Context: an optimization exercise on an open-source flow, tuned for small area. The choices shown serve that exercise and are no tape-out recipe. Only simulation tests tie the RTL to the original design; equivalence was not proved.

## flow/design.v (module list and top-level ports; edited modules follow where they fit)
// module CORDIC_Stage_8: 108 lines
// module CORDIC_Stage_9: 106 lines
// module CORDIC_Stage_10: 104 lines
// module CORDIC_Stage_11: 102 lines
// module CORDIC_Stage_12: 96 lines
// module CORDIC_Stage_13: 94 lines
// module CORDIC_Stage_14: 94 lines
// module CORDIC_Stage_15: 92 lines
// module CORDIC_Mul: 453 lines
// module CORDIC_Top: 301 lines
module CORDIC_Top (
    input clk,
    input [31:0] target,
    output [31:0] cos_x
);
  // ...
==> flow/run.sh <==
#!/bin/bash
# synth_recipe.tcl (not shown) runs the flow's synth.tcl, then flattens the netlist and writes it again
# the make line also repeats each setting of config.mk as NAME=value (left out here)
make -C /OpenROAD-flow-scripts/flow DESIGN_CONFIG=/design/flow/config.mk WORK_HOME=/design/flow/orfs CLKGATE_MAP_FILE= SYNTH_SCRIPT=/design/flow/synth_recipe.tcl finish
==> flow/config.mk <==
export PLATFORM = sky130hd
export DESIGN_NAME = CORDIC_Top
export DESIGN_NICKNAME = CORDIC_Top
export VERILOG_FILES = /design/flow/design.v
export SDC_FILE = /design/flow/constraint.sdc
export NUM_CORES = 4
export LEC_CHECK = 0
export CAP_MARGIN = 10
export CORE_MARGIN = 2
export CORE_UTILIZATION = 40
export CTS_BUF_LIST = sky130_fd_sc_hd__clkbuf_16
export CTS_CLUSTER_DIAMETER = 80
export CTS_CLUSTER_SIZE = 30
export GPL_TIMING_DRIVEN = 0
export SLEW_MARGIN = 10
==> flow/constraint.sdc <==
create_clock -name core_clock -period 10.0 [get_ports {clk}]
set_input_delay 2.0000 -clock core_clock [delete_from_list [all_inputs] [get_ports {clk}]]
set_output_delay 2.0000 -clock core_clock [all_outputs]
set_load 0.01 [all_outputs]
==> results.toml, run 1 <==
[run_status]
outcome = "finished clean"

[cts]
cts_num_sinks = 218

[floorplanning]
num_tap_cells = 782
num_rows = 90

[final_layout]
multiInputCombCellCount = 1890
nFillCells = 5796
num_antenna_cells = 0

[setup_path]
criticalPathCategory = "flip-flop to output port"
critPathSlowestCell = "dfxtp_1"

[yosys]
muxShareOfSynthArea_pct = 0.488
synth_area_leaders = "fa_1 28%, dfxtp_1 18%, xnor2_1 9.9%"
yosysSeqAreaShare_pct = 17.9
synth_simple_gate_area_share_pct = 12.8
synthTopCellsByCount = "355 x inv_1, 341 x fa_1, 276 x xnor2_1"

[global_route]
met2_usage_pct = 34.2
grt_max_degree = 29
grt_usage_pct = 19.9
grt_pass1_wl_um = 101000

[detailed_routing]
wl_met3_um = 2900
vias = 17900
wl_met1_um = 26900
drtPass1Iterations = 5

[timing]
setup_violations = 0
==> inputs of run 2 (changes only) <==
==> flow/flow/run.sh (new file) <==
#!/bin/bash
# The standard layout (standard.sh: standard synthesis and ORFS flow with
# config.mk's settings), with the port buffers made of the smallest buffer
# cell instead of the one buffer_ports picks by itself.  Every input and
# output port still gets its own buffer.
set -euo pipefail
export BUFFER_PORTS_ARGS="-buffer_cell sky130_fd_sc_hd__buf_1"
bash standard.sh > standard.log 2>&1
==> flow/standard.sh (new file) <==
#!/bin/bash
# synth_recipe.tcl (not shown) runs the flow's synth.tcl, then flattens the netlist and writes it again
# the make line also repeats each setting of config.mk as NAME=value (left out here)
make -C /OpenROAD-flow-scripts/flow DESIGN_CONFIG=/design/flow/config.mk WORK_HOME=/design/flow/orfs CLKGATE_MAP_FILE= SYNTH_SCRIPT=/design/flow/synth_recipe.tcl "${@:-finish}"
removed: flow/run.sh
==> results.toml, run 2 <==
[run]
drv_cap = 0

[floorplanning]
core_area_mm2 = 0.0602
die_area_mm2 = 0.0629
die_w_um = 251
die_h_um = 251
pin_count = 65
start_util_pct = 40.4
num_rows = 90

[timing]
finalCriticalPeriod_ns = 9.55
finalSetupTns_ns = 0
fin_crit_sh_pct = 95.5
worst_pin_slew_ns = 0.834
skew_ns = 0.0190
max_freq_mhz = 105
slew_viol_final = 0
setup_violations = 0
rsz0062_at_grt = "true"
final-hold-violation-count = 0
hold_slack_ns = 0.323
relSlewSlack_pct = 44.4

[setup_path]
path_buf_inv = 7
arrival_ns = 9.96
criticalPathCategory = "flip-flop to flip-flop"
path_common_cell = "fa_1"
reg2reg_from = "q3_s[4]"
worstPathRequired_ns = 10.41
cp_top_family = "adder cells"
crit_end = "q4_x[29]"
r2r_cells = 39
cpPeakStageDelay_ns = 0.49
reg2reg_slack_ns = 0.45
cp.depth = 39
worst_setup_path_start_kind = "flip-flop"
critPathSlowestCell = "fa_1"
cp_max_fo = 10
timing.critical_path.from = "q3_s[4]"
rr_endpoint = "q4_x[29]"
critPathCaptureType = "flip-flop"

[global_route]
grt_pass1_vias = 18700
grt_pass1_wl_um = 99100
overflow = 0
grt_antenna_before_repair = 0
grt_usage_pct = 19.6
grt_max_degree = 31

[final_layout]
drive_gt1_share_pct = 4.26
final_cells = 3433
fin_nets = 3168
syn_to_final_growth_pct = 7.67
mostFrequentLayoutCell = "inv_1"
num_antenna_cells = 0
final_cell_mix = "355 x inv_1, 341 x fa_1, 275 x xnor2_1, 215 x dfxtp_1, 152 x ha_1"

[placement]
numPortBuffers = 51
gp_congestion = 0.948
hpwl_um = 50900
dp.cells = 3406

[yosys]
synth_edf_count = 0
syn_area_mm2 = 0.0243
synthTopCellsByCount = "355 x inv_1, 341 x fa_1, 276 x xnor2_1"
yosysSeqAreaShare_pct = 17.9
ys_ff_latch = 218
synth-main-ff-cell = "dfxtp_1"
synth_cell_type_count = 94
post-synth-top-count-cell = "inv_1"
yosys.area.top_type = "fa_1"
synth_area_leaders = "fa_1 28%, dfxtp_1 18%, xnor2_1 9.9%"
synth_top_area_share_pct = 28.0
syn-num-nets = 3100
syn_area_per_cell_um2 = 9.46
syn_inst = 2573
yosys_warnings = 1
synthArstFlopShare_pct = 0

[cts]
cts_root_buffer = "clkbuf_16"
numCtsBuffers = 17
cts_tree = "yes"
clock_path_buffers = 3
clk_latency_ns = 0.52
cts_htree_levels = 1
clkTransAtPathRegs_ns = 0.09
cts_setup_buffers = 0
cts_num_sinks = 218

[detailed_routing]
drtPass1Iterations = 5
avgRoutedWirePerCell_um = 17.7
vias = 17900
ant_nets = 0
via_per_inst = 5.20
drt_iter0_markers = 903
drc = 0
drt-total-wl_um = 60700

[worst_hold_path]
hold_start = "q2_s[3]"
hp-class = "flip-flop to flip-flop"

[run_status]
outcome = "finished clean"
-- run 2: cell families (layout without fill, tap and decap cells) --
group                      Yosys count  after routing  share of synthesized area (%)
adders and majority gates          495            495                           35.9
and+or+nand+nor                    597            597                           12.8
other                                1              1                         0.0154
xor gates and xnor gates           428            428                           15.4
muxes                                9              9                          0.488
buffers and inverters              465            543                           7.31
AOI/OAI and AO/OA                  360            360                           10.1
DFF                                218            218                           17.9
-- run 2: worst min-delay path by stage --
stage,end,cells after the start
finish,q3_s[3],0
global route,q3_s[3],0
global placement,q4_s[10],0
CTS,q3_s[3],0
floorplan,q3_s[0],0
detailed placement,q4_s[10],0
-- run 2: through the flow --
step / instance area, µm² / util, % / setup WS (ns)
after floorplan: 24300 / - / 1.13
after global placement: 25500 / 42.4 / -0.471
after detailed placement: 25500 / 42.4 / -0.550
after CTS: 26200 / 43.5 / 0.0436
after global routing: 26200 / 43.5 / -0.0715
final: 26200 / 43.5 / 0.445
-- run 2: cell type report --
cell class | instances | area, µm²
clock buffers | 17 | 425
repair buffers | 51 | 191
inverters | 361 | 1360
plain buffers | 102 | 433
well taps | 782 | 978
flip-flops and latches | 218 | 4370
fillers | 5844 | 34000
clock inverters | 12 | 234
multi-input cells | 1890 | 18200
-- run 2: timing repair --
item                       in CTS  in global routing
hold buffers                    0                  0
setup endpoints to repair      11                 32
gates resized for setup         5                 22
-- run 2: per-layer routing --
metal / routed length, µm / global-route usage [%] / up-vias / part of all wire [%]
met5: 0 / 0 / - / 0
met2: 29800 / 34.4 / 448 / 49
met3: 2700 / 2.58 / 93 / 4.4
met4: 1770 / 5.73 / 0 / 2.9
met1: 26400 / 25.1 / 8796 / 43
li1: - / - / 8526 / -
-- run 2: worst register-to-register path: cells and delay by family (launching register included) --
| family | cells | cell delay (ns) |
|---|---|---|
| DFF | 1 | 0.44 |
| and+or+nand+nor | 10 | 1.57 |
| xor gates and xnor gates | 3 | 0.81 |
| adders and majority gates | 11 | 3.73 |
| buffers and inverters | 7 | 1.09 |
| AOI/OAI and AO/OA | 8 | 1.80 |
==> inputs of run 3 (changes only) <==
==> flow/flow/run.sh (replaced) <==
#!/bin/bash
# The standard layout (standard.sh: standard synthesis and ORFS flow with
# config.mk's settings), with two changes:
#  - the port buffers are made of the smallest buffer cell instead of the one
#    buffer_ports picks by itself (every input and output port still gets its
#    own buffer);
#  - clock tree synthesis adds no dummy loads (same arguments as ORFS builds
#    from config.mk, plus -dont_use_dummy_load).
set -euo pipefail
export BUFFER_PORTS_ARGS="-buffer_cell sky130_fd_sc_hd__buf_1"
export CTS_ARGS="-sink_clustering_enable -repair_clock_nets -sink_clustering_size 30 -sink_clustering_max_diameter 80 -buf_list sky130_fd_sc_hd__clkbuf_16 -dont_use_dummy_load"
bash standard.sh > standard.log 2>&1
==> results.toml, run 3 <==
[cts]
clkTransAtPathRegs_ns = 0.07
cts_num_sinks = 218
cts_htree_levels = 1
clock_path_buffers = 3
cts_root_buffer = "clkbuf_16"
numCtsBuffers = 17
cts_hold_buf = 0
clk_latency_ns = 0.52
cts_tree = "yes"

[worst_hold_path]
hold_start = "q2_s[3]"
min_to = "q3_s[3]"
hp-class = "flip-flop to flip-flop"
worstHoldPathCells = 0

[setup_path]
arrival_ns = 9.97
path_common_cell = "fa_1"
r2r_cells = 39
worst_setup_path_start_kind = "flip-flop"
worstPathRequired_ns = 10.39
reg2reg_slack_ns = 0.42
rr_endpoint = "q4_x[29]"
cpPeakStageDelay_ns = 0.56
cp.depth = 39
critPathCaptureType = "flip-flop"
cp_max_fo = 10
reg2reg_from = "q3_s[4]"
critPathSlowestCell = "fa_1"
path_buf_inv = 7
cp_top_family = "adder cells"
criticalPathCategory = "flip-flop to flip-flop"

[run_status]
outcome = "finished clean"

[yosys]
yosysSeqAreaShare_pct = 17.9
yosys_warnings = 1
ys_ff_latch = 218
syn-num-nets = 3100
synth_cell_type_count = 94
synth-main-ff-cell = "dfxtp_1"
synth_area_leaders = "fa_1 28%, dfxtp_1 18%, xnor2_1 9.9%"
synth_top_area_share_pct = 28.0
synth_edf_count = 0
syn_area_per_cell_um2 = 9.46
synthArstFlopShare_pct = 0
synthTopCellsByCount = "355 x inv_1, 341 x fa_1, 276 x xnor2_1"
post-synth-top-count-cell = "inv_1"
yosys.area.top_type = "fa_1"
syn_inst = 2573
syn_area_mm2 = 0.0243

[timing]
hold_slack_ns = 0.316
max_freq_mhz = 104
final-hold-violation-count = 0
relSlewSlack_pct = 43.3
skew_ns = 0.0506
finalCriticalPeriod_ns = 9.58
slew_viol_final = 0
setup_violations = 0
worst_pin_slew_ns = 0.850
fin_crit_sh_pct = 95.8
finalSetupTns_ns = 0
layout_setup_ws_ns = 0.417
rsz0062_at_grt = "true"

[global_route]
grt_max_degree = 31
grt_pass1_wl_um = 99100
grt_antenna_before_repair = 0
grt_usage_pct = 19.6
grt_pass1_vias = 18700
overflow = 0

[final_layout]
final_cell_mix = "355 x inv_1, 341 x fa_1, 275 x xnor2_1, 216 x dfxtp_1, 152 x ha_1"
num_antenna_cells = 0
syn_to_final_growth_pct = 6.71
mostFrequentLayoutCell = "inv_1"
post-route-util_pct = 43.1
fin_nets = 3168
drive_gt1_share_pct = 3.79

[detailed_routing]
drt-total-wl_um = 60700
drc = 0
ant_nets = 0
drt_iter0_markers = 972
drtPass1Iterations = 5
vias = 17800
via_per_inst = 5.21
avgRoutedWirePerCell_um = 17.7

[floorplanning]
die_w_um = 251
die_area_mm2 = 0.0629
pin_count = 65
num_rows = 90
die_h_um = 251
start_util_pct = 40.4
core_area_mm2 = 0.0602

[placement]
gp_congestion = 0.948
hpwl_um = 50900
dp_slack_ns = -0.550
numPortBuffers = 51

[run]
drv_cap = 0
==> run 3: changes by cell type in the layout (fill, tap and decap cells not counted), moves of 2 or more <==
cell       change
clkinv_16      -3
inv_16         -2
clkinv_8       -4
inv_8          -2
==> run 3: cell families (layout without fill, tap and decap cells) <==
kind of cell / Yosys count / count (layout) / share of synthesized area (%)
muxes: 9 / 9 / 0.488
buffers and inverters: 465 / 531 / 7.31
adders and majority gates: 495 / 495 / 35.9
and+or+nand+nor: 597 / 597 / 12.8
DFF: 218 / 218 / 17.9
xor gates and xnor gates: 428 / 428 / 15.4
other: 1 / 1 / 0.0154
AOI/OAI and AO/OA: 360 / 360 / 10.1
==> run 3: per-layer routing <==
metal | vias up | global-route usage [%] | part of all wire, %
li1 | 8514 | - | -
met1 | 8749 | 25.1 | 43
met2 | 476 | 34.4 | 49
met3 | 92 | 2.50 | 4.8
met4 | 0 | 5.70 | 2.8
met5 | - | 0 | 0
==> run 3: area by class of cell <==
cell class / instances / area (µm²)
plain buffers: 102 / 433
clock buffers: 17 / 425
fillers: 5873 / 34300
inverters: 361 / 1360
multi-input cells: 1890 / 18200
flip-flops and latches: 218 / 4370
well taps: 782 / 978
repair buffers: 51 / 191
==> run 3: timing repair <==
action                                  4_1_cts  5_1_grt
pin swaps                                     0        0
buffers inserted                              0        0
endpoints found under the setup margin        9       33
resized for setup                             3       23
==> run 3: how the worst max path moves through the flow <==
stage                from        to  slack, ns
6_report          q3_s[4]  q4_x[29]       0.42
5_1_grt           q3_s[4]  q4_x[29]      -0.11
4_1_cts           q3_s[4]  q4_x[29]       0.02
3_5_place_dp      q3_s[4]  q4_x[29]      -0.55
3_3_place_gp      q3_s[4]  q4_x[29]      -0.47
2_1_floorplan  target[26]  q1_r[27]       1.13
==> run 3: per-stage QoR <==
stage          cells  area, µm²
2_1_floorplan   2573      24300
3_3_place_gp    3406      25500
3_5_place_dp    3406      25500
4_1_cts         3422      26000
5_1_grt         3421      26000
6_report        3421      26000
==> inputs of run 4 (changes only) <==
--- a/flow/flow/run.sh
+++ b/flow/flow/run.sh
@@ -8,5 +8,5 @@
 #    from config.mk, plus -dont_use_dummy_load).
 set -euo pipefail
 export BUFFER_PORTS_ARGS="-buffer_cell sky130_fd_sc_hd__buf_1"
-export CTS_ARGS="-sink_clustering_enable -repair_clock_nets -sink_clustering_size 30 -sink_clustering_max_diameter 80 -buf_list sky130_fd_sc_hd__clkbuf_16 -dont_use_dummy_load"
+export CTS_ARGS="-sink_clustering_enable -repair_clock_nets -sink_clustering_size 20 -sink_clustering_max_diameter 50 -buf_list sky130_fd_sc_hd__clkbuf_8 -dont_use_dummy_load"
 bash standard.sh > standard.log 2>&1
--- a/flow/config.mk
+++ b/flow/config.mk
@@ -8,8 +8,8 @@
 export CAP_MARGIN = 10
 export CORE_MARGIN = 2
 export CORE_UTILIZATION = 40
-export CTS_BUF_LIST = sky130_fd_sc_hd__clkbuf_16
-export CTS_CLUSTER_DIAMETER = 80
-export CTS_CLUSTER_SIZE = 30
+export CTS_BUF_LIST = sky130_fd_sc_hd__clkbuf_8
+export CTS_CLUSTER_DIAMETER = 50
+export CTS_CLUSTER_SIZE = 20
 export GPL_TIMING_DRIVEN = 0
 export SLEW_MARGIN = 10
==> results.toml, run 4 <==
[timing]
fin_crit_sh_pct = 95.9
max_freq_mhz = 104
slew_viol_final = 0
relSlewSlack_pct = 43.8
setup_violations = 0
final-hold-violation-count = 0
rsz0062_at_grt = "true"
skew_ns = 0.0772
layout_setup_ws_ns = 0.406
finalCriticalPeriod_ns = 9.59
hold_slack_ns = 0.271
worst_pin_slew_ns = 0.842

[yosys]
synth_top_family_by_area = "adder cells"
syn-num-nets = 3100
synth-main-ff-cell = "dfxtp_1"
ys_ff_latch = 218
syn_area_per_cell_um2 = 9.46
synth_area_leaders = "fa_1 28%, dfxtp_1 18%, xnor2_1 9.9%"
synth_cell_type_count = 94
synth-xor-area-share_pct = 15.4
synth_top_area_share_pct = 28.0
muxShareOfSynthArea_pct = 0.488
syn_area_mm2 = 0.0243
syn_inst = 2573
synth_compound_area_share_pct = 10.1
synth_edf_count = 0
yosysSeqAreaShare_pct = 17.9
yosys.area.top_type = "fa_1"
synthTopCellsByCount = "355 x inv_1, 341 x fa_1, 276 x xnor2_1"
synthArstFlopShare_pct = 0
post-synth-top-count-cell = "inv_1"
synth_simple_gate_area_share_pct = 12.8
yosys_warnings = 1
yosys.area_share.adder_pct = 35.9

[final_layout]
syn_to_final_growth_pct = 6.36
mostFrequentLayoutCell = "inv_1"
fin_area_mm2 = 0.0259
final_cell_mix = "355 x inv_1, 341 x fa_1, 275 x xnor2_1, 216 x dfxtp_1, 152 x ha_1"
num_antenna_cells = 0
nFillCells = 5887
fin_nets = 3176
post-route-util_pct = 43.0
drive_gt1_share_pct = 4.04

[cts]
numCtsBuffers = 25
cts_setup_buffers = 0
cts_num_sinks = 218
cts_resized = 3
cts_hold_buf = 0
clk_latency_ns = 0.58
clock_path_buffers = 3
cts_htree_levels = 1
clkTransAtPathRegs_ns = 0.09
cts_root_buffer = "clkbuf_8"
cts_tree = "yes"

[detailed_routing]
vias = 17900
drt_iter0_markers = 1000
via_per_inst = 5.21
drtPass1Iterations = 6
ant_nets = 0
avgRoutedWirePerCell_um = 17.7
drt-total-wl_um = 60600
drc = 0

[run]
drv_cap = 0

[setup_path]
cp_top_family = "adder cells"
path_buf_inv = 7
critPathCaptureType = "flip-flop"
worst_setup_path_start_kind = "flip-flop"
path_common_cell = "fa_1"
rr_endpoint = "q4_x[29]"
arrival_ns = 10.05
reg2reg_from = "q3_s[4]"
r2r_cells = 39
critPathSlowestCell = "fa_1"
reg2reg_slack_ns = 0.41
cp_max_fo = 10
worstPathRequired_ns = 10.45
criticalPathCategory = "flip-flop to flip-flop"
cpPeakStageDelay_ns = 0.56
cp.depth = 39

[global_route]
grt_pass1_vias = 18700
grt_max_degree = 17
grt_pass1_wl_um = 98900
overflow = 0
grt_usage_pct = 19.5
grt_antenna_before_repair = 0

[placement]
hpwl_um = 50900
gp_congestion = 0.948
numPortBuffers = 51
postPlaceCellArea_mm2 = 0.0255
dp_slack_ns = -0.550

[floorplanning]
pin_count = 65
die_w_um = 251
core_area_mm2 = 0.0602
die_area_mm2 = 0.0629
start_util_pct = 40.4
die_h_um = 251
num_rows = 90

[worst_hold_path]
hp-class = "flip-flop to flip-flop"
worstHoldPathCells = 0
hold_start = "q3_s[9]"
min_to = "q4_s[9]"

[run_status]
outcome = "finished clean"
-- run 4: per-stage QoR --
stage / TNS, ns / std cells
finish: 0 / 3429
global placement: -1.23 / 3406
detailed placement: -1.83 / 3406
floorplan: 0 / 2573
CTS: 0 / 3430
global route: -0.106 / 3429
-- run 4: final cells by class --
class	count	area, µm²	share of cell area (%)
Sequential cell	218	4370	16.9
Buffer	102	433	1.67
Timing Repair Buffer	51	191	0.739
Clock buffer	25	344	1.33
Inverter	361	1360	5.23
Tap cell	782	978	3.78
Multi-Input combinational cell	1890	18200	70.4
-- run 4: worst max path at each step --
stage	from	endpoint	slack, ns
floorplan	target[26]	q1_r[27]	1.13
global placement	q3_s[4]	q4_x[29]	-0.47
detailed placement	q3_s[4]	q4_x[29]	-0.55
CTS	q3_s[4]	q4_x[29]	0.02
global route	q3_s[4]	q4_x[29]	-0.11
finish	q3_s[4]	q4_x[29]	0.41
-- run 4: worst register-to-register path: cells and delay by family, from the launching register on --
family | cells | cell delay (ns)
AO/OA/AOI/OAI | 8 | 2.04
AND/OR/NAND/NOR | 10 | 1.68
flip-flops | 1 | 0.44
adder cells (fa/ha/maj) | 12 | 3.85
buffers and inverters | 7 | 1.08
XOR/XNOR | 2 | 0.41
-- run 4: kinds of logic (layout without fill, tap and decap cells) --
family / count (synthesis) / count (layout)
other: 1 / 1
xor gates and xnor gates: 428 / 428
AOI/OAI and AO/OA: 360 / 360
DFF: 218 / 218
muxes: 9 / 9
adders and majority gates: 495 / 495
buffers and inverters: 465 / 539
and+or+nand+nor: 597 / 597
-- run 4: routing by layer --
| metal | track usage [%] | wire [µm] | vias to the layer above |
|---|---|---|---|
| li1 | - | - | 8537 |
| met3 | 2.64 | 2850 | 101 |
| met4 | 5.80 | 1740 | 0 |
| met2 | 34.3 | 29700 | 492 |
| met5 | 0 | 0 | - |
| met1 | 25.0 | 26200 | 8726 |
==> inputs of run 5 (changes only) <==
--- a/flow/flow/run.sh
+++ b/flow/flow/run.sh
@@ -4,9 +4,12 @@
 #  - the port buffers are made of the smallest buffer cell instead of the one
 #    buffer_ports picks by itself (every input and output port still gets its
 #    own buffer);
+#  - after global routing, repair_timing -recover_power downsizes the gates
+#    that are not timing-critical (ORFS RECOVER_POWER);
 #  - clock tree synthesis adds no dummy loads (same arguments as ORFS builds
 #    from config.mk, plus -dont_use_dummy_load).
 set -euo pipefail
 export BUFFER_PORTS_ARGS="-buffer_cell sky130_fd_sc_hd__buf_1"
 export CTS_ARGS="-sink_clustering_enable -repair_clock_nets -sink_clustering_size 20 -sink_clustering_max_diameter 50 -buf_list sky130_fd_sc_hd__clkbuf_8 -dont_use_dummy_load"
+export RECOVER_POWER=100
 bash standard.sh > standard.log 2>&1
==> results.toml, run 5 <==
[setup_path]
r2r_cells = 39
worstPathRequired_ns = 10.45
cp_top_family = "adder cells"
cp_max_fo = 10
path_buf_inv = 7
cpPeakStageDelay_ns = 0.56
criticalPathCategory = "flip-flop to flip-flop"
critPathSlowestCell = "fa_1"
worst_setup_path_start_kind = "flip-flop"
reg2reg_slack_ns = 0.42
arrival_ns = 10.03
path_common_cell = "fa_1"
reg2reg_from = "q3_s[4]"
critPathCaptureType = "flip-flop"
rr_endpoint = "q4_x[29]"

[placement]
dp_slack_ns = -0.550
hpwl_um = 50900
numPortBuffers = 51
postPlaceCellArea_mm2 = 0.0255
gp_congestion = 0.948

[yosys]
synth_area_leaders = "fa_1 28%, dfxtp_1 18%, xnor2_1 9.9%"
yosysSeqAreaShare_pct = 17.9
synth-xor-area-share_pct = 15.4
synthTopCellsByCount = "355 x inv_1, 341 x fa_1, 276 x xnor2_1"
syn-num-nets = 3100
synth_compound_area_share_pct = 10.1
synth_simple_gate_area_share_pct = 12.8
syn_inst = 2573
synthArstFlopShare_pct = 0
yosys_warnings = 1
syn_area_mm2 = 0.0243
synth_top_area_share_pct = 28.0
post-synth-top-count-cell = "inv_1"
synth_top_family_by_area = "adder cells"
synth-main-ff-cell = "dfxtp_1"
synth_cell_type_count = 94
synth_edf_count = 0
yosys.area_share.adder_pct = 35.9
ys_ff_latch = 218
syn_area_per_cell_um2 = 9.46
muxShareOfSynthArea_pct = 0.488
yosys.area.top_type = "fa_1"

[timing]
layout_setup_ws_ns = 0.419
relSlewSlack_pct = 43.9
rsz0062_at_grt = "true"
skew_ns = 0.0758
worst_pin_slew_ns = 0.841
slew_viol_final = 0
final-hold-violation-count = 0
fin_crit_sh_pct = 95.8
setup_violations = 0
max_freq_mhz = 104
finalCriticalPeriod_ns = 9.58

[global_route]
overflow = 0
grt_pass1_vias = 18700
grt_pass1_wl_um = 98900
grt_usage_pct = 19.5
grt_max_degree = 17
grt_antenna_before_repair = 0

[floorplanning]
die_area_mm2 = 0.0629
die_w_um = 251
num_rows = 90
start_util_pct = 40.4
pin_count = 65
die_h_um = 251
core_area_mm2 = 0.0602

[final_layout]
num_antenna_cells = 0
final_cell_mix = "356 x inv_1, 341 x fa_1, 275 x xnor2_1, 216 x dfxtp_1, 152 x ha_1"
mostFrequentLayoutCell = "inv_1"
drive_gt1_share_pct = 3.74
syn_to_final_growth_pct = 6.29
fin_area_mm2 = 0.0259
fin_nets = 3176

[cts]
cts_setup_buffers = 0
cts_num_sinks = 218
cts_htree_levels = 1
numCtsBuffers = 25
clock_path_buffers = 3
cts_tree = "yes"
clkTransAtPathRegs_ns = 0.09
clk_latency_ns = 0.58
cts_hold_buf = 0
cts_root_buffer = "clkbuf_8"

[detailed_routing]
drtPass1Iterations = 5
avgRoutedWirePerCell_um = 17.6
drt-total-wl_um = 60500
ant_nets = 0
drt_iter0_markers = 951
vias = 17900
via_per_inst = 5.21
drc = 0

[run_status]
outcome = "finished clean"

[worst_hold_path]
min_to = "q4_s[9]"
hp-class = "flip-flop to flip-flop"
hold_start = "q3_s[9]"
worstHoldPathCells = 0

[run]
drv_cap = 0
[run 5: cell counts after synthesis]
No cell type changed its count.
[run 5: worst max path at each step]
stage | startpoint | depth (start not counted) | slack (ns) | end
CTS | q3_s[4] | 40 | 0.02 | q4_x[29]
detailed placement | q3_s[4] | 40 | -0.55 | q4_x[29]
floorplan | target[26] | 32 | 1.13 | q1_r[27]
global placement | q3_s[4] | 40 | -0.47 | q4_x[29]
finish | q3_s[4] | 39 | 0.42 | q4_x[29]
global route | q3_s[4] | 39 | -0.11 | q4_x[29]
[run 5: worst reg2reg max path: cells and delay by family (launching register included)]
kind	cells	cell delay (ns)
and+or+nand+nor	10	1.66
xor gates and xnor gates	2	0.41
AOI/OAI and AO/OA	8	2.03
DFF	1	0.43
adders and majority gates	12	3.86
buffers and inverters	7	1.08
[run 5: layout make-up]
cell class | instances | area (µm²)
fill | 5892 | 34400
multi-input combinational | 1890 | 18200
inverter | 361 | 1360
clock buffer | 25 | 344
sequential | 218 | 4370
tap | 782 | 978
buffer | 102 | 429
timing repair buffer | 51 | 191
[run 5: cell families (layout without fill, tap and decap cells)]
| logic type | after synthesis | count (layout) |
|---|---|---|
| xor gates and xnor gates | 428 | 428 |
| DFF | 218 | 218 |
| buffers and inverters | 465 | 539 |
| adders and majority gates | 495 | 495 |
| other | 1 | 1 |
| AOI/OAI and AO/OA | 360 | 360 |
| muxes | 9 | 9 |
| and+or+nand+nor | 597 | 597 |
[run 5: repair_timing]
action	CTS	global route
resized for setup	3	22
cloned	0	0
setup endpoints to repair	7	32
endpoints found under the hold margin	0	0
[run 5: per-stage QoR]
step	std cells	hold slack (ns)	utilization, %	TNS [ns]
6_report	3429	0.271	43.0	0
3_3_place_gp	3406	0.312	42.4	-1.23
2_1_floorplan	2573	0.310	-	0
5_1_grt	3429	0.284	43.0	-0.443
4_1_cts	3430	0.277	42.9	0
3_5_place_dp	3406	0.312	42.4	-1.83
[run 5: per-layer routing]
metal / vias to the layer above / GRT usage, % / part of all wire [%]
met2: 486 / 34.3 / 49
li1: 8536 / - / -
met4: 0 / 5.80 / 2.8
met3: 100 / 2.64 / 4.6
met1: 8744 / 25.0 / 43
met5: - / 0 / 0
==> inputs of run 6 (changes only) <==
==> flow/flow/run.sh (replaced) <==
#!/bin/bash
# The standard layout (standard.sh: standard synthesis and ORFS flow with
# config.mk's settings), with these changes:
#  - the port buffers are made of the smallest buffer cell instead of the one
#    buffer_ports picks by itself (every input and output port still gets its
#    own buffer);
#  - clock tree synthesis adds no dummy loads (same arguments as ORFS builds
#    from config.mk, plus -dont_use_dummy_load).
set -euo pipefail
export BUFFER_PORTS_ARGS="-buffer_cell sky130_fd_sc_hd__buf_1"
export CTS_ARGS="-sink_clustering_enable -repair_clock_nets -sink_clustering_size 20 -sink_clustering_max_diameter 50 -buf_list sky130_fd_sc_hd__clkbuf_8 -dont_use_dummy_load"
bash standard.sh > standard.log 2>&1
==> results.toml, run 6 <==
[run_status]
outcome = "finished clean"

[final_layout]
syn_to_final_growth_pct = 6.36
drive_gt1_share_pct = 4.04
nFillCells = 5887
final_cell_mix = "355 x inv_1, 341 x fa_1, 275 x xnor2_1, 216 x dfxtp_1, 152 x ha_1"
fin_area_mm2 = 0.0259
post-route-util_pct = 43.0
multi_input_area_mm2 = 0.0182
fin_nets = 3176
regArea_mm2 = 0.00437
mostFrequentLayoutCell = "inv_1"
num_antenna_cells = 0

[global_route]
overflow = 0
grt_pass1_wl_um = 98900
grt_usage_pct = 19.5
grt_max_degree = 17
grt_pass1_vias = 18700
grt_antenna_before_repair = 0

[floorplanning]
die_w_um = 251
num_rows = 90
die_h_um = 251
core_area_mm2 = 0.0602
pin_count = 65
die_area_mm2 = 0.0629
start_util_pct = 40.4

[detailed_routing]
drt_iter0_markers = 1000
via_per_inst = 5.21
drtPass1Iterations = 6
vias = 17900
avgRoutedWirePerCell_um = 17.7
ant_nets = 0
drt-total-wl_um = 60600
drc = 0

[placement]
numPortBuffers = 51
postPlaceCellArea_mm2 = 0.0255
gp_congestion = 0.948
dp_slack_ns = -0.550
hpwl_um = 50900

[run]
drv_cap = 0

[cts]
cts_tree = "yes"
clk_latency_ns = 0.58
cts_setup_buffers = 0
cts_hold_buf = 0
clkTransAtPathRegs_ns = 0.09
clock_path_buffers = 3
cts_root_buffer = "clkbuf_8"
numCtsBuffers = 25
cts_htree_levels = 1
cts_num_sinks = 218

[timing]
finalSetupTns_ns = 0
rsz0062_at_grt = "true"
max_freq_mhz = 104
slew_viol_final = 0
relSlewSlack_pct = 43.8
final-hold-violation-count = 0
layout_setup_ws_ns = 0.406
skew_ns = 0.0772
setup_violations = 0
worst_pin_slew_ns = 0.842
fin_crit_sh_pct = 95.9
finalCriticalPeriod_ns = 9.59

[yosys]
yosysSeqAreaShare_pct = 17.9
synth_top_area_share_pct = 28.0
synthArstFlopShare_pct = 0
yosys.area.top_type = "fa_1"
yosys_warnings = 1
synth-main-ff-cell = "dfxtp_1"
synth_edf_count = 0
ys_ff_latch = 218
syn_area_mm2 = 0.0243
post-synth-top-count-cell = "inv_1"
synthTopCellsByCount = "355 x inv_1, 341 x fa_1, 276 x xnor2_1"
syn_area_per_cell_um2 = 9.46
synth_area_leaders = "fa_1 28%, dfxtp_1 18%, xnor2_1 9.9%"
syn-num-nets = 3100
syn_inst = 2573
synth_cell_type_count = 94

[setup_path]
cpPeakStageDelay_ns = 0.56
worstPathRequired_ns = 10.45
cp_max_fo = 10
reg2reg_from = "q3_s[4]"
critPathCaptureType = "flip-flop"
cp_top_family = "adder cells"
arrival_ns = 10.05
path_buf_inv = 7
critPathSlowestCell = "fa_1"
worst_setup_path_start_kind = "flip-flop"
path_common_cell = "fa_1"
criticalPathCategory = "flip-flop to flip-flop"
timing.critical_path.from = "q3_s[4]"

[worst_hold_path]
hold_start = "q3_s[9]"
hp-class = "flip-flop to flip-flop"
==> run 6: cell types whose count changed in the layout (fill, tap and decap cells not counted), moves of 2 or more <==
cell / change
clkbuf_1: -5
o211ai_1: -2
and2_1: +2
o211ai_2: +2
clkbuf_2: +2
and2_0: -2
buf_1: +2
==> run 6: worst paths after layout <==
check                  end  slack (ns)  cells after the start
setup / recovery  q4_x[29]        0.41                     39
setup reg to reg  q4_x[29]        0.41                     39
hold reg to reg    q4_s[9]        0.27                      0
hold / removal     q4_s[9]        0.27                      0
==> run 6: layout make-up <==
| class | instances | share of cell area (%) |
|---|---|---|
| multi-input combinational | 1890 | 70.4 |
| sequential | 218 | 16.9 |
| inverter | 361 | 5.23 |
| tap | 782 | 3.78 |
| buffer | 102 | 1.67 |
| clock buffer | 25 | 1.33 |
| timing repair buffer | 51 | 0.739 |
==> run 6: worst reg2reg max path: cells and delay by family, from the launching register on <==
kind / cells / cell delay, ns
adders and majority gates: 12 / 3.85
AOI/OAI and AO/OA: 8 / 2.04
and+or+nand+nor: 10 / 1.68
buffers and inverters: 7 / 1.08
DFF: 1 / 0.44
xor gates and xnor gates: 2 / 0.41
==> run 6: layer usage <==
metal	GRT usage, %	wire [µm]	share of wire, %
met5	0	0	0
met3	2.64	2850	4.7
met4	5.80	1740	2.9
met1	25.0	26200	43
met2	34.3	29700	49
==> run 6: stage by stage <==
step           cells  hold WS, ns
6_report        3429        0.271
5_1_grt         3429        0.284
4_1_cts         3430        0.277
3_5_place_dp    3406        0.312
3_3_place_gp    3406        0.312
2_1_floorplan   2573        0.310
==> run 6: logic make-up (layout without fill, tap and decap cells) <==
| group | count (synthesis) | after routing | share of synthesized area [%] |
|---|---|---|---|
| DFF | 218 | 218 | 17.9 |
| AOI/OAI and AO/OA | 360 | 360 | 10.1 |
| other | 1 | 1 | 0.0154 |
| buffers and inverters | 465 | 539 | 7.31 |
| xor gates and xnor gates | 428 | 428 | 15.4 |
| adders and majority gates | 495 | 495 | 35.9 |
| muxes | 9 | 9 | 0.488 |
| and+or+nand+nor | 597 | 597 | 12.8 |
==> run 6: timing repair <==
action / in CTS / in global routing
endpoints found under the hold margin: 0 / 0
resized for setup: 3 / 22
pin swaps: 0 / 0
endpoints found under the setup margin: 7 / 32
==> inputs of run 7 (changes only) <==
--- a/flow/flow/run.sh
+++ b/flow/flow/run.sh
@@ -8,5 +8,5 @@
 #    from config.mk, plus -dont_use_dummy_load).
 set -euo pipefail
 export BUFFER_PORTS_ARGS="-buffer_cell sky130_fd_sc_hd__buf_1"
-export CTS_ARGS="-sink_clustering_enable -repair_clock_nets -sink_clustering_size 20 -sink_clustering_max_diameter 50 -buf_list sky130_fd_sc_hd__clkbuf_8 -dont_use_dummy_load"
+export CTS_ARGS="-sink_clustering_enable -repair_clock_nets -sink_clustering_size 26 -sink_clustering_max_diameter 60 -buf_list sky130_fd_sc_hd__clkbuf_8 -dont_use_dummy_load"
 bash standard.sh > standard.log 2>&1
--- a/flow/config.mk
+++ b/flow/config.mk
@@ -9,7 +9,7 @@
 export CORE_MARGIN = 2
 export CORE_UTILIZATION = 40
 export CTS_BUF_LIST = sky130_fd_sc_hd__clkbuf_8
-export CTS_CLUSTER_DIAMETER = 50
-export CTS_CLUSTER_SIZE = 20
+export CTS_CLUSTER_DIAMETER = 60
+export CTS_CLUSTER_SIZE = 26
 export GPL_TIMING_DRIVEN = 0
 export SLEW_MARGIN = 10
==> results.toml, run 7 <==
[timing]
final-hold-violation-count = 0
setup_violations = 0
max_freq_mhz = 105
finalCriticalPeriod_ns = 9.55
hold_slack_ns = 0.326
skew_ns = 0.0767
worst_pin_slew_ns = 0.832
relSlewSlack_pct = 44.4
fin_crit_sh_pct = 95.5
slew_viol_final = 0

[yosys]
syn_area_per_cell_um2 = 9.46
post-synth-top-count-cell = "inv_1"
synthTopCellsByCount = "355 x inv_1, 341 x fa_1, 276 x xnor2_1"
yosys.area.top_type = "fa_1"
synth_edf_count = 0
yosysSeqAreaShare_pct = 17.9
synth-main-ff-cell = "dfxtp_1"
syn-num-nets = 3100
synth_cell_type_count = 94
syn_inst = 2573
ys_ff_latch = 218
yosys_warnings = 1
syn_area_mm2 = 0.0243
synthArstFlopShare_pct = 0
synth_area_leaders = "fa_1 28%, dfxtp_1 18%, xnor2_1 9.9%"
synth_top_area_share_pct = 28.0

[floorplanning]
start_util_pct = 40.4
die_area_mm2 = 0.0629
num_rows = 90
die_h_um = 251
core_area_mm2 = 0.0602
pin_count = 65
die_w_um = 251

[cts]
numCtsBuffers = 21
clkTransAtPathRegs_ns = 0.08
clk_latency_ns = 0.59
cts_root_buffer = "clkbuf_8"
cts_num_sinks = 218
cts_tree = "yes"
clock_path_buffers = 3
cts_hold_buf = 0
cts_htree_levels = 1

[detailed_routing]
vias = 17800
drt_iter0_markers = 934
drtPass1Iterations = 5
drt-total-wl_um = 60700
ant_nets = 0
drc = 0
via_per_inst = 5.20
avgRoutedWirePerCell_um = 17.7

[setup_path]
cp_top_family = "compound AO/OA/AOI/OAI gates"
critPathCaptureType = "flip-flop"
reg2reg_slack_ns = 0.49
cpPeakStageDelay_ns = 0.54
arrival_ns = 9.99
cp_max_fo = 10
critPathSlowestCell = "a21oi_1"
worstPathRequired_ns = 10.45
worst_setup_path_start_kind = "input pin"
path_buf_inv = 5
criticalPathCategory = "input pin to flip-flop"

[global_route]
grt_usage_pct = 19.5
grt_max_degree = 26
grt_pass1_vias = 18700
grt_antenna_before_repair = 1
grt_pass1_wl_um = 99000
overflow = 0

[final_layout]
nFillCells = 5879
regArea_mm2 = 0.00437
drive_gt1_share_pct = 4.08
mostFrequentLayoutCell = "inv_1"
final_cell_mix = "354 x inv_1, 341 x fa_1, 275 x xnor2_1, 216 x dfxtp_1, 152 x ha_1"
fin_nets = 3174
final_cells = 3428
multi_input_area_mm2 = 0.0182
syn_to_final_growth_pct = 6.27

[placement]
hpwl_um = 50900
numPortBuffers = 51
gp_congestion = 0.948
dp.cells = 3406

[worst_hold_path]
hp-class = "flip-flop to flip-flop"

[run]
drv_cap = 0

[run_status]
outcome = "finished clean"
## run 7: cell types whose count changed in the layout (fill, tap and decap cells not counted)
| cell | previous run | this run |
|---|---|---|
| buf_1 | 68 | 67 |
| buf_2 | 5 | 6 |
| buf_4 | 1 | 3 |
| clkbuf_1 | 64 | 63 |
| clkbuf_2 | 11 | 12 |
| clkbuf_8 | 25 | 21 |
| clkinvlp_4 | 0 | 1 |
| diode_2 | 0 | 1 |
| ha_2 | 1 | 0 |
| ha_4 | 0 | 1 |
| inv_1 | 355 | 354 |
## run 7: final cells by class
class	instances	share of cell area (%)
inverter	361	5.25
tap	782	3.78
timing repair buffer	53	0.798
clock buffer	21	1.12
antenna	1	0.00967
multi-input combinational	1890	70.5
sequential	218	16.9
buffer	102	1.68
## run 7: kinds of logic (layout without fill, tap and decap cells)
group                    Yosys count  in the layout  synth area share, %
other                              1              2               0.0154
XOR/XNOR                         428            428                 15.4
buffers and inverters            465            537                 7.31
AND/OR/NAND/NOR                  597            597                 12.8
flip-flops                       218            218                 17.9
multiplexers                       9              9                0.488
adder cells (fa/ha/maj)          495            495                 35.9
AO/OA/AOI/OAI                    360            360                 10.1
## run 7: timing repair
action                     4_1_cts  5_1_grt
resized for setup                3       28
buffers inserted                 0        2
pin swaps                        0        1
setup endpoints to repair        5       30
## run 7: metrics by stage
step	utilization [%]	cell area, µm²	setup WS, ns	setup TNS, ns
global placement	42.4	25500	-0.471	-1.23
detailed placement	42.4	25500	-0.550	-1.83
floorplan	-	24300	1.13	0
CTS	42.9	25800	0.0144	0
finish	43.0	25900	0.452	0
global route	43.0	25900	-0.00803	-0.00803
## run 7: final timing paths
kind                    from  endpoint  cells past startpoint
setup / recovery  target[26]  q1_r[27]                     32
hold / removal      q5_s[13]  q6_s[13]                      0
setup reg to reg     q3_s[2]  q4_x[29]                     35
hold reg to reg     q5_s[13]  q6_s[13]                      0
## run 7: layer usage
layer  track usage, %  part of all wire (%)  vias up
li1                 -                     -     8521
met2             34.3                    49      503
met3             2.63                   4.8       92
met4             5.59                   2.8        0
met1             25.0                    43     8720
met5                0                     0        -
==> inputs of run 8 (changes only) <==
--- a/flow/flow/run.sh
+++ b/flow/flow/run.sh
@@ -8,5 +8,5 @@
 #    from config.mk, plus -dont_use_dummy_load).
 set -euo pipefail
 export BUFFER_PORTS_ARGS="-buffer_cell sky130_fd_sc_hd__buf_1"
-export CTS_ARGS="-sink_clustering_enable -repair_clock_nets -sink_clustering_size 26 -sink_clustering_max_diameter 60 -buf_list sky130_fd_sc_hd__clkbuf_8 -dont_use_dummy_load"
+export CTS_ARGS="-sink_clustering_enable -repair_clock_nets -sink_clustering_size 10 -sink_clustering_max_diameter 40 -buf_list sky130_fd_sc_hd__clkbuf_4 -dont_use_dummy_load"
 bash standard.sh > standard.log 2>&1
--- a/flow/config.mk
+++ b/flow/config.mk
@@ -8,8 +8,8 @@
 export CAP_MARGIN = 10
 export CORE_MARGIN = 2
 export CORE_UTILIZATION = 40
-export CTS_BUF_LIST = sky130_fd_sc_hd__clkbuf_8
-export CTS_CLUSTER_DIAMETER = 60
-export CTS_CLUSTER_SIZE = 26
+export CTS_BUF_LIST = sky130_fd_sc_hd__clkbuf_4
+export CTS_CLUSTER_DIAMETER = 40
+export CTS_CLUSTER_SIZE = 10
 export GPL_TIMING_DRIVEN = 0
 export SLEW_MARGIN = 10
==> results.toml, run 8 <==
[yosys]
synth_top_area_share_pct = 28.0
synthArstFlopShare_pct = 0
synth_area_leaders = "fa_1 28%, dfxtp_1 18%, xnor2_1 9.9%"
syn-num-nets = 3100
synth_edf_count = 0
synth_cell_type_count = 94
yosysSeqAreaShare_pct = 17.9
syn_area_per_cell_um2 = 9.46
yosys.area.top_type = "fa_1"
synthTopCellsByCount = "355 x inv_1, 341 x fa_1, 276 x xnor2_1"
synth-main-ff-cell = "dfxtp_1"
syn_inst = 2573
yosys_warnings = 1
syn_area_mm2 = 0.0243
ys_ff_latch = 218
post-synth-top-count-cell = "inv_1"

[timing]
finalSetupTns_ns = 0
skew_ns = 0.0527
finalCriticalPeriod_ns = 9.62
max_freq_mhz = 104
rsz0062_at_grt = "true"
setup_violations = 0
final-hold-violation-count = 0
fin_crit_sh_pct = 96.2
slew_viol_final = 0
worst_pin_slew_ns = 0.843
layout_setup_ws_ns = 0.384
relSlewSlack_pct = 43.7

[floorplanning]
pin_count = 65
start_util_pct = 40.4
die_area_mm2 = 0.0629
core_area_mm2 = 0.0602
die_h_um = 251
num_rows = 90
die_w_um = 251

[final_layout]
drive_gt1_share_pct = 4.33
final_cell_mix = "355 x inv_1, 341 x fa_1, 275 x xnor2_1, 216 x dfxtp_1, 152 x ha_1"
post-route-util_pct = 42.9
mostFrequentLayoutCell = "inv_1"
fin_area_mm2 = 0.0258
fin_nets = 3182
syn_to_final_growth_pct = 6.02

[setup_path]
worstPathRequired_ns = 10.57
worst_setup_path_start_kind = "flip-flop"
cp.depth = 39
criticalPathCategory = "flip-flop to flip-flop"
cp_top_family = "adder cells"
critPathSlowestCell = "fa_1"
reg2reg_from = "q3_s[4]"
reg2reg_slack_ns = 0.38
path_common_cell = "fa_1"
timing.critical_path.from = "q3_s[4]"
path_buf_inv = 7
critPathCaptureType = "flip-flop"
r2r_cells = 39
arrival_ns = 10.18
rr_endpoint = "q4_x[29]"
cp_max_fo = 10
cpPeakStageDelay_ns = 0.56

[cts]
cts_num_sinks = 218
numCtsBuffers = 31
clock_path_buffers = 3
cts_root_buffer = "clkbuf_4"
cts_setup_buffers = 0
cts_htree_levels = 1
cts_tree = "yes"
clkTransAtPathRegs_ns = 0.09
clk_latency_ns = 0.73

[detailed_routing]
drc = 0
top_layer_used = "met4"
drt-total-wl_um = 60800
wl_met2_um = 30000
vias = 17900
drtPass1Iterations = 5
drt_iter0_markers = 895
wl_met1_um = 26400
ant_nets = 0
wl_met3_um = 2740
avgRoutedWirePerCell_um = 17.7
via_per_inst = 5.20

[worst_hold_path]
hold_start = "q2_s[2]"
min_to = "q3_s[2]"
worstHoldPathCells = 0
hp-class = "flip-flop to flip-flop"

[placement]
gp_congestion = 0.948
dp_slack_ns = -0.550
hpwl_um = 50900
postPlaceCellArea_mm2 = 0.0255
numPortBuffers = 51

[global_route]
grt_pass1_wl_um = 99100
grt_antenna_before_repair = 1
grt_pass1_vias = 18800
grt_max_degree = 17
grt_usage_pct = 19.5
overflow = 0

[run]
drv_cap = 0

[run_status]
outcome = "finished clean"
-- run 8: cell counts after synthesis --
Identical to the previous run, type by type.
-- run 8: layout make-up --
class                      instances  area, µm²
fill                            5903      34400
multi-input combinational       1890      18300
sequential                       218       4370
inverter                         361       1360
tap                              782        978
buffer                           102        434
clock buffer                      31        233
timing repair buffer              51        191
antenna                            1       2.50
-- run 8: timing repair --
action | CTS | global route
hold endpoints to repair | 0 | 0
resized for setup | 6 | 22
setup endpoints to repair | 9 | 30
hold buffers | 0 | 0
-- run 8: layer usage --
metal  up-vias  track usage [%]
met3        91             2.83
li1       8549                -
met5         -                0
met2       454             34.2
met4         0             5.71
met1      8790             25.0
-- run 8: how the worst max path moves through the flow --
stage	endpoint	slack, ns
5_1_grt	q4_x[29]	-0.10
6_report	q4_x[29]	0.38
2_1_floorplan	q1_r[27]	1.13
3_5_place_dp	q4_x[29]	-0.55
3_3_place_gp	q4_x[29]	-0.47
4_1_cts	q4_x[29]	0.006
-- run 8: through the flow --
stage / hold WS, ns / instances
after detailed placement: 0.312 / 3406
after floorplan: 0.310 / 2573
after global placement: 0.312 / 3406
after CTS: 0.283 / 3436
after global routing: 0.276 / 3436
final: 0.290 / 3436
-- run 8: cell families (layout without fill, tap and decap cells) --
family / Yosys count / in the layout / synth area share [%]
AND/OR/NAND/NOR: 597 / 597 / 12.8
adder cells (fa/ha/maj): 495 / 495 / 35.9
buffers and inverters: 465 / 545 / 7.31
XOR/XNOR: 428 / 428 / 15.4
AO/OA/AOI/OAI: 360 / 360 / 10.1
flip-flops: 218 / 218 / 17.9
multiplexers: 9 / 9 / 0.488
other: 1 / 2 / 0.0154

==> separate check: timing with driven ports <==
How much do the figures lean on ideal ports? The routed layouts below were timed once more, with nothing changed but the port constraints. Step 1: set_driving_cell puts a clkbuf_16 on clk and a buf_2 on each other input, an assumption about the parent block. Step 2 adds t to the input delays and takes it off the output delays; t is the mean of the earliest and latest rising clock arrival at the registers after step 1. Input paths then give back, and output paths get back, about the clock's delay inside the block. Three values: ideal, step 1, step 2; two values: the first two.
run	shift t [ns]	setup WS [ns]	worst setup path at the end	pins driven straight from the clock port
run 1	0.565	0.438 / 0.385 / 0.030	input to register	1
run 2	0.564	0.445 / 0.445 / 0.065	input to register	1
run 3	0.548	0.417 / 0.417 / 0.049	input to register	1
run 4	0.594	0.406 / 0.406 / -0.107	input to register	1
run 5	0.595	0.419 / 0.419 / -0.079	input to register	1
run 6	0.594	0.406 / 0.406 / -0.107	input to register	1
run 7	0.603	0.452 / 0.482 / -0.121	input to register	1
run 8	0.747	0.384 / 0.384 / -0.119	input to register	1
With both steps, setup timing fails in 5 of these runs, where it was met with ideal ports. For run 7, which loses most, drivers alone change the setup slack by +0.030 ns; drivers and shift together by -0.573 ns.
